Background: an optimization exercise with open tools, aiming at small area. Do not read the settings as production practice. The clock input has no modelled driver; a real chip could not lean on it and would need a root buffer or a full tree. Power and IR drop assume default switching activity.

==> module Zad_8_1, before the edit <==
module Zad_8_1(
       input logic [15:0] input0,
       output logic [23:0] output0,
       input logic clk,
       input logic rst,
       input logic start,
       output logic ready
    );
logic [35:0] w;      
logic [17:0] dr;     
logic [2:0] ph;      
logic busy;          
logic init;          
logic sg;            
logic sh;            
logic c;             
logic p0, p3, p5, rph, sub, shin, hi, ge3, cin;
logic [5:0] din, op, sum;
logic [6:0] k;
assign p0  = ~ph[2] & ~ph[0];
assign p3  = ph[2] & ph[0];
assign p5  = ph[2] & ~ph[1];
assign rph = ph[2];                      
assign hi  = (dr[15:2] == 14'd0);        
assign ge3 = ~hi | (dr[1] & dr[0]);      
assign sub  = ~sg;                       
assign shin = p0 ? ~sg : sh;             
assign din = init ? {3'b000, p3 & ge3, 1'b0, p0} : {w[4:0], shin};
assign op  = rph ? (dr[5:0] ^ {6{sub}}) : 6'd0;
assign cin = rph & (p3 ? sub : c);
assign k[0] = cin;
genvar i;
generate for (i = 0; i < 6; i++) begin : g_add
    assign sum[i] = din[i] ^ op[i] ^ k[i];
    assign k[i+1] = (din[i] & op[i]) | (din[i] & k[i]) | (op[i] & k[i]);
end endgenerate
assign ready = busy & ~init & p0 & w[17];
always_ff @(posedge clk) begin
    w  <= {sum, w[35:6]};
    dr <= start ? {2'b00, input0} : {dr[5:0], dr[17:6]};
    sh <= w[5];
    c  <= k[6];
    if (start)   ph <= 3'b000;
    else         ph <= {ph[1:0], ~ph[2]};
    if (start)   init <= 1'b1;
    else if (p5) init <= 1'b0;
    if (start)   sg <= 1'b0;
    else if (p5) sg <= sum[5];
    if (rst)        busy <= 1'b0;
    else if (start) busy <= 1'b1;
    else if (ready) busy <= 1'b0;
end
assign output0 = {{4{hi & ~dr[1] & ~dr[0]}}, hi & ~dr[1], hi & ~dr[0], w[16:0], ~sg};
endmodule
==> flow/config.mk <==
export PLATFORM = sky130hd
export DESIGN_NAME = Zad_8_1
export DESIGN_NICKNAME = Zad_8_1
export VERILOG_FILES = /design/flow/design.v
export SDC_FILE = /design/flow/constraint.sdc
export NUM_CORES = 4
export LEC_CHECK = 0
export CAP_MARGIN = 20
export CORE_MARGIN = 2
export CORE_UTILIZATION = 40
export SLEW_MARGIN = 20
==> flow/constraint.sdc <==
create_clock -name core_clock -period 7.0 [get_ports {clk}]
set_input_delay 1.4000 -clock core_clock [delete_from_list [all_inputs] [get_ports {clk}]]
set_output_delay 1.4000 -clock core_clock [all_outputs]
set_load 0.01 [all_outputs]
standard.sh (not shown) runs the stock make flow with config.mk's settings and CLKGATE_MAP_FILE= SYNTH_SCRIPT=/design/flow/synth_recipe.tcl, a recipe that flattens the netlist after the stock synthesis.
==> flow/flow/run.sh <==
#!/bin/bash
# The standard layout (standard.sh) with these changes:
# - buf_1 cells as the port buffers;
# - synthesis's upsized logic cells set back to drive 1 after floorplan (downsize.tcl);
# - a one-level clock distribution (clkn.tcl) in place of TritonCTS;
# - power recovery (downsizing off the critical paths) after global routing.
# make's output goes to standard.log; each ORFS step keeps its own log under orfs/logs.
export OWN_FLOW_DIR=$(pwd)/flow
export BUFFER_PORTS_ARGS="-buffer_cell sky130_fd_sc_hd__buf_1"
export POST_FLOORPLAN_TCL=$OWN_FLOW_DIR/downsize.tcl
export PRE_CTS_TCL=$OWN_FLOW_DIR/cts_pre.tcl
export CLK_NBUF=2
export CLK_BUF=sky130_fd_sc_hd__clkbuf_16
export RECOVER_POWER=100
bash standard.sh > standard.log 2>&1
Other scripts of this flow, unchanged in this note and not shown: flow/flow/clkn.tcl, flow/flow/cts_pre.tcl, flow/flow/downsize.tcl
Rerun with:
--- a/flow/design.v
+++ b/flow/design.v
@@ -13,18 +13,18 @@
 logic busy;          
 logic init;          
-logic sg;            
 logic sh;            
 logic c;             
-logic p0, p3, p5, rph, sub, shin, hi, ge3, cin;
+logic p0, p3, p4, p5, rph, sub, shin, hi, ge3, cin;
 logic [5:0] din, op, sum;
 logic [6:0] k;
 assign p0  = ~ph[2] & ~ph[0];
 assign p3  = ph[2] & ph[0];
+assign p4  = ph[2] & ph[1] & ~ph[0];
 assign p5  = ph[2] & ~ph[1];
 assign rph = ph[2];                      
 assign hi  = (dr[15:2] == 14'd0);        
 assign ge3 = ~hi | (dr[1] & dr[0]);      
-assign sub  = ~sg;                       
-assign shin = p0 ? ~sg : sh;             
+assign sub  = init | ~(p3 ? w[17] : p4 ? w[11] : w[5]);    
+assign shin = p0 ? ~w[35] : sh;          
 assign din = init ? {3'b000, p3 & ge3, 1'b0, p0} : {w[4:0], shin};
 assign op  = rph ? (dr[5:0] ^ {6{sub}}) : 6'd0;
@@ -46,10 +46,8 @@
     if (start)   init <= 1'b1;
     else if (p5) init <= 1'b0;
-    if (start)   sg <= 1'b0;
-    else if (p5) sg <= sum[5];
     if (rst)        busy <= 1'b0;
     else if (start) busy <= 1'b1;
     else if (ready) busy <= 1'b0;
 end
-assign output0 = {{4{hi & ~dr[1] & ~dr[0]}}, hi & ~dr[1], hi & ~dr[0], w[16:0], ~sg};
+assign output0 = {{4{hi & ~dr[1] & ~dr[0]}}, hi & ~dr[1], hi & ~dr[0], w[16:0], ~w[35]};
 endmodule
Routed wire length increases by 4.6%.
Total power decreases by 2.2%.
Final cell count increases by 1.6%.
Die area increases by 2.0%.
Hold slack barely changes.
Clock skew increases by 0.010 ns.
Global-route usage increases by 0.13 points.
Register-to-register slack loses 0.87 ns.
Sequential power decreases by about 2%.
Worst setup slack loses 0.87 ns.
Area after synthesis increases by 2.1%.
Design area increases by 1.5%.
First-iteration DRC count increases by 46%.
Fmax decreases by 21%.
Function was not checked in any run of this note: the RTL went through the layout flow alone. In every run of this note, the design's own scripts or RTL, not TritonCTS, make the clock network.

==> port drivers added, routing unchanged <==
In the flow no input, the clock included, has a driving cell. The finished layouts below were timed again as built, in two steps.
Step 1 sets driving cells, clkbuf_16 on the clock port and buf_2 on the other inputs (assumed; they add their load-dependent delay and slew).
Step 2 also shifts input and output timing later by t, the mid clock arrival at the registers, as if the neighbouring blocks saw the same clock.
Slacks: no drivers / after step 1 / after step 2; pairs: no drivers / after step 1.
run | t (ns) | setup slack, ns | clock arrival spread, ns | worst data-port slew with drivers (ns)
the first run | 0.212 | 3.789 / 3.789 / 3.789 | 0.009 / 0.008 | 0.04
the second run | 0.207 | 2.923 / 2.923 / 2.923 | 0.018 / 0.018 | 0.04
After both steps setup and hold are still met in every run listed.
